What follows belongs to an exercise in optimizing a design on an open flow for small area, a short achievable clock period and few clock cycles per item; a production flow would make more cautious choices. Only simulation tests tie the RTL to the original design; equivalence was not proved. The clock input has no modelled driver; a real chip could not lean on it and would need a root buffer or a full tree. No activity file was given, so power comes from the tool's default toggle rates.

the previous run:
==> flow/design.v (excerpt) <==
module MIPS(clk, reset, imem_addr, imem_rdata, rf_we, rf_waddr, rf_wdata);
input clk, reset;
output [31:0] imem_addr;
input [31:0] imem_rdata;
output rf_we;
output [4:0] rf_waddr;
output [31:0] rf_wdata;
reg [19:0] pc;
reg rst_q;                  
always @(posedge clk) begin
	rst_q <= reset;
	if (~reset) pc <= 20'd0;
	else pc <= pc + 20'd1;
end
assign imem_addr = {12'd0, pc};
reg v_d, v_e, v_w;           
reg [4:0] dest_d, dest_e;    
reg ph;                      
wire [31:0] in = imem_rdata;
wire [4:0] i_rs = in[25:21];
wire [4:0] i_rt = in[20:16];
wire i_rtype = ~in[29];                  
wire i_sll   = i_rtype & ~in[5];
wire i_use_a = ~(i_rtype ? ~in[5] : in[27]);    
wire i_use_b = i_rtype;                  
wire [4:0] i_dest = i_rtype ? in[15:11] : in[20:16];
wire i_nz_a = i_use_a & (i_rs != 5'd0);
wire i_nz_b = i_use_b & (i_rt != 5'd0);
wire i_fa = i_nz_a & v_d & (i_rs == dest_d);
wire i_fb = i_nz_b & v_d & (i_rt == dest_d);
wire i_ba = i_nz_a & v_e & (i_rs == dest_e);
wire i_bb = i_nz_b & v_e & (i_rt == dest_e);
reg [31:1] sa_d, sb_d;       
reg fa_d, fb_d, ba_d, bb_d, nz_a_d, nz_b_d;
reg sub_d, sll_d, or_d, lui_d, use_b_d;
reg [15:0] imm_d;
integer k;
always @(posedge clk) begin
	for (k = 1; k < 32; k = k + 1) begin
		sa_d[k] <= i_use_a & (i_rs == k) & ~i_ba;
		sb_d[k] <= i_use_b & (i_rt == k) & ~i_bb;
	end
	fa_d   <= i_fa;
	fb_d   <= i_fb;
	ba_d   <= i_ba;
	bb_d   <= i_bb;
	nz_a_d <= i_nz_a;
	nz_b_d <= i_nz_b;
	sub_d  <= i_rtype & in[1];
	sll_d  <= i_sll;
	or_d   <= ~i_rtype & in[26] & ~in[27];
	lui_d  <= ~i_rtype & in[27];
	use_b_d <= i_use_b;
	imm_d  <= in[15:0];
	dest_d <= i_dest;
end
reg [32*32-1:0] rf;
reg [31:1] we_r, nwe_r;      
reg [31:0] wb_enc;           
reg clr_r;
always @(posedge clk) begin
	clr_r <= ~rst_q;
	ph <= ~clr_r & ~ph;
end
genvar gi;
generate
	for (gi = 1; gi < 32; gi = gi + 1) begin : g_rf
		always @(posedge clk) begin
			we_r[gi]  <= ~rst_q | (v_e & (dest_e == gi));
			nwe_r[gi] <= ~rst_q | ~(v_e & (dest_e == gi));
			rf[gi*32 +: 32] <= ~(({32{we_r[gi]}} | rf[gi*32 +: 32]) & ({32{nwe_r[gi]}} | wb_enc));
		end
	end
endgenerate
reg [31:0] ra, rb;
always @(*) begin
	ra = wb_enc & {32{ba_d}};
  ...
export LEC_CHECK = 0
export CAP_MARGIN = 20
export CORE_MARGIN = 2
export CORE_UTILIZATION = 40
export PLACE_DENSITY = 0.6
export SLEW_MARGIN = 20
create_clock -name core_clock -period 10.0 [get_ports {clk}]
standard.sh (not shown) runs the stock make flow with config.mk's settings and CLKGATE_MAP_FILE= SYNTH_SCRIPT=/design/flow/synth_recipe.tcl, a recipe that flattens the netlist after the stock synthesis.
==> flow/flow/run.sh <==
#!/bin/bash
# Own layout flow: the standard synthesis unchanged, then the standard ORFS
# steps with a tighter repair target (setup margin), port buffers from buf_2
# (repair may resize them), and a clock tree with larger sink clusters and no
# dummy loads, whose root buffer is removed (post_cts.tcl) before the CTS-stage
# timing repair. Each step's full output goes to a log file in this folder.
set -euo pipefail
HERE=$(pwd)
bash standard.sh synth > run_synth.log 2>&1
POST_CTS_TCL=$HERE/flow/post_cts.tcl bash standard.sh \
  SETUP_SLACK_MARGIN=7.1 \
  SKIP_CTS_REPAIR_TIMING=1 \
  "BUFFER_PORTS_ARGS=-buffer_cell sky130_fd_sc_hd__buf_2" \
  "CTS_ARGS=-sink_clustering_enable -repair_clock_nets -dont_use_dummy_load -sink_clustering_size 26 -sink_clustering_max_diameter 80" \
  finish > run_layout.log 2>&1
==> flow/flow/post_cts.tcl <==
set block [ord::get_db_block]
set clkport [get_full_name [lindex [get_property [lindex [all_clocks] 0] sources] 0]]
set clknet [[$block findBTerm $clkport] getNet]
set iterms [$clknet getITerms]
if { [llength $iterms] == 1 } {
  set root [[lindex $iterms 0] getInst]
  set rootout [$root findITerm X]
  if { $rootout != "NULL" && [string match "*clkbuf*" [[$root getMaster] getName]] } {
    set onet [$rootout getNet]
    set loads {}
    foreach it [$onet getITerms] {
      if { [$it isInputSignal] } { lappend loads $it }
    }
    if { [llength $loads] <= 4 && [llength [$onet getBTerms]] == 0 } {
      foreach it $loads {
        $it disconnect
        $it connect $clknet
      }
      puts "post_cts: removed clock root buffer [$root getName]; clock port drives [llength $loads] buffers"
      odb::dbInst_destroy $root
      odb::dbNet_destroy $onet
    }
  }
}
estimate_parasitics -placement
repair_timing_helper
detailed_placement
check_placement -verbose
Per the final summary, the previous run finished and its layout is clean on timing, DRC and antenna.
Testbench counts of the previous run, summed over its fixed seeds: cycles 3,232, instrs 3,200.
What the current run does differently from the previous run at the input level:
--- a/flow/flow/run.sh
+++ b/flow/flow/run.sh
@@ -4,10 +4,7 @@
 # (repair may resize them), and a clock tree with larger sink clusters and no
-# dummy loads, whose root buffer is removed (post_cts.tcl) before the CTS-stage
-# timing repair. Each step's full output goes to a log file in this folder.
+# dummy loads. Each step's full output goes to a log file in this folder.
 set -euo pipefail
-HERE=$(pwd)
 bash standard.sh synth > run_synth.log 2>&1
-POST_CTS_TCL=$HERE/flow/post_cts.tcl bash standard.sh \
-  SETUP_SLACK_MARGIN=7.1 \
-  SKIP_CTS_REPAIR_TIMING=1 \
+bash standard.sh \
+  SETUP_SLACK_MARGIN=6.8 \
   "BUFFER_PORTS_ARGS=-buffer_cell sky130_fd_sc_hd__buf_2" \
removed: flow/flow/post_cts.tcl
Results
- The current run reached the end of the flow, and the finished layout is clean on the timing, design-rule and antenna checks.
- Relative to the previous run, highest clock frequency the design can meet decreased by about 6.5% in the current run.
- Summary of the current run over the previous run: maximum single-stage delay on the critical path picked up an extra 0.18 ns, clock power share climbed 0.9 points, post-route minimum period higher, utilization after layout saw a decrease, fraction of power consumed by combinational cells has decreased.

## v52
MIPS, a different RTL version from the one above (not shown whole).
Size in the first run: roughly 5300 cells after synthesis, roughly 1300 flip-flops, ~100 I/O pins.
Settings: LEC_CHECK=0, CAP_MARGIN=20, CORE_MARGIN=2, CORE_UTILIZATION=40, PLACE_DENSITY=0.6, SLEW_MARGIN=20; clock period 10.0 ns.
==> flow/flow/run.sh <==
#!/bin/bash
# Own layout flow: the standard synthesis unchanged, then the standard ORFS
# steps with a tighter repair target (setup margin), port buffers from buf_2
# (repair may resize them), and a clock tree with larger sink clusters and no
# dummy loads, whose root buffer is removed (post_cts.tcl) before the CTS-stage
# timing repair. Each step's full output goes to a log file in this folder.
set -euo pipefail
HERE=$(pwd)
bash standard.sh synth > run_synth.log 2>&1
POST_CTS_TCL=$HERE/flow/post_cts.tcl bash standard.sh \
  SETUP_SLACK_MARGIN=7.2 \
  SKIP_CTS_REPAIR_TIMING=1 \
  "BUFFER_PORTS_ARGS=-buffer_cell sky130_fd_sc_hd__buf_2" \
  "CTS_ARGS=-sink_clustering_enable -repair_clock_nets -dont_use_dummy_load -sink_clustering_size 26 -sink_clustering_max_diameter 90" \
  finish > run_layout.log 2>&1
==> flow/flow/post_cts.tcl <==
set block [ord::get_db_block]
set clkport [get_full_name [lindex [get_property [lindex [all_clocks] 0] sources] 0]]
set clknet [[$block findBTerm $clkport] getNet]
set iterms [$clknet getITerms]
if { [llength $iterms] == 1 } {
  set root [[lindex $iterms 0] getInst]
  set rootout [$root findITerm X]
  if { $rootout != "NULL" && [string match "*clkbuf*" [[$root getMaster] getName]] } {
    set onet [$rootout getNet]
    set loads {}
    foreach it [$onet getITerms] {
      if { [$it isInputSignal] } { lappend loads $it }
    }
    if { [llength $loads] <= 4 && [llength [$onet getBTerms]] == 0 } {
      foreach it $loads {
        $it disconnect
        $it connect $clknet
      }
      puts "post_cts: removed clock root buffer [$root getName]; clock port drives [llength $loads] buffers"
      odb::dbInst_destroy $root
      odb::dbNet_destroy $onet
    }
  }
}
estimate_parasitics -placement
repair_timing_helper
detailed_placement
check_placement -verbose
The flow did not stop early for v52: all stages ran, and the layout cleared the timing, design-rule and antenna checks.
Testbench counts of v52, summed over its fixed seeds: cycles 3,232, instrs 3,200.
The inputs of v30 differ from those of v52 as listed below.
diff --git a/flow/flow/run.sh b/flow/flow/run.sh
--- a/flow/flow/run.sh
+++ b/flow/flow/run.sh
@@ -11 +11 @@
-  SETUP_SLACK_MARGIN=7.2 \
+  SETUP_SLACK_MARGIN=7.1 \
Notes after the runs:
- In the reports for v52 and v30, the larger total routing resource utilization after global routing belongs to v52.
- met3 layer wire length in the routed design, v52 and v30, lower one = v30.
- Comparing v30 with v52, the fraction of area in clock buffers and inverters came out essentially unchanged.
- Post-detailed-routing wire length delta for v30 relative to v52: about 0.46% lower
- The higher met1 usage of v52 and v30 is in v52.
Changes in v9 relative to v30:
diff --git a/flow/flow/run.sh b/flow/flow/run.sh
--- a/flow/flow/run.sh
+++ b/flow/flow/run.sh
@@ -11 +11 @@
-  SETUP_SLACK_MARGIN=7.1 \
+  SETUP_SLACK_MARGIN=7.0 \
### Flow results
On register-to-register path setup slack, the lower figure sits with v9, not v30. As far as total power is concerned, v30 and v9 perform about the same. Taking v30 as the reference, in v9 worst hold slack was more or less identical; total detailed-routing wirelength went down by about 0.4%. The fraction of layout cells with a size suffix above 1 of v9 is lower than that of v30. Detailed-routing wirelength on met1 ends up higher on v9.

==> afterwards: timing with drivers on the ports <==
The flow's constraints put no driver on any port. The routed layouts listed below were extracted and timed again, unchanged, in two steps.
Step 1 sets driving cells, clkbuf_16 on the clock port and buf_2 on the other inputs (assumed; they add their load-dependent delay and slew).
Step 2 adds t to the input delays and takes it off the output delays; t is the mean of the earliest and latest rising clock arrival at the registers after step 1. Input paths then give back, and output paths get back, about the clock's delay inside the block.
Slacks: ideal / step 1 / step 2; pairs: ideal / step 1.
run | t, ns | slack for setup (ns) | worst hold slack (ns) | worst slew at a driven data input, ns
the previous run | 0.682 | 6.746 / 6.745 / 6.428 | 0.334 / 0.334 / 0.334 | 0.19
the current run | 0.823 | 6.519 / 6.519 / 6.270 | 0.335 / 0.335 / 0.335 | 0.19
v52 | 0.662 | 6.900 / 6.819 / 6.591 | 0.335 / 0.335 / 0.335 | 0.11
v30 | 0.670 | 6.884 / 6.770 / 6.558 | 0.337 / 0.337 / 0.337 | 0.08
v9 | 0.680 | 6.795 / 6.787 / 6.483 | 0.339 / 0.339 / 0.339 | 0.08
After both steps setup and hold are still met in every run listed. For v30, which loses most, drivers alone change the setup slack by -0.114 ns; drivers and shift together by -0.326 ns.
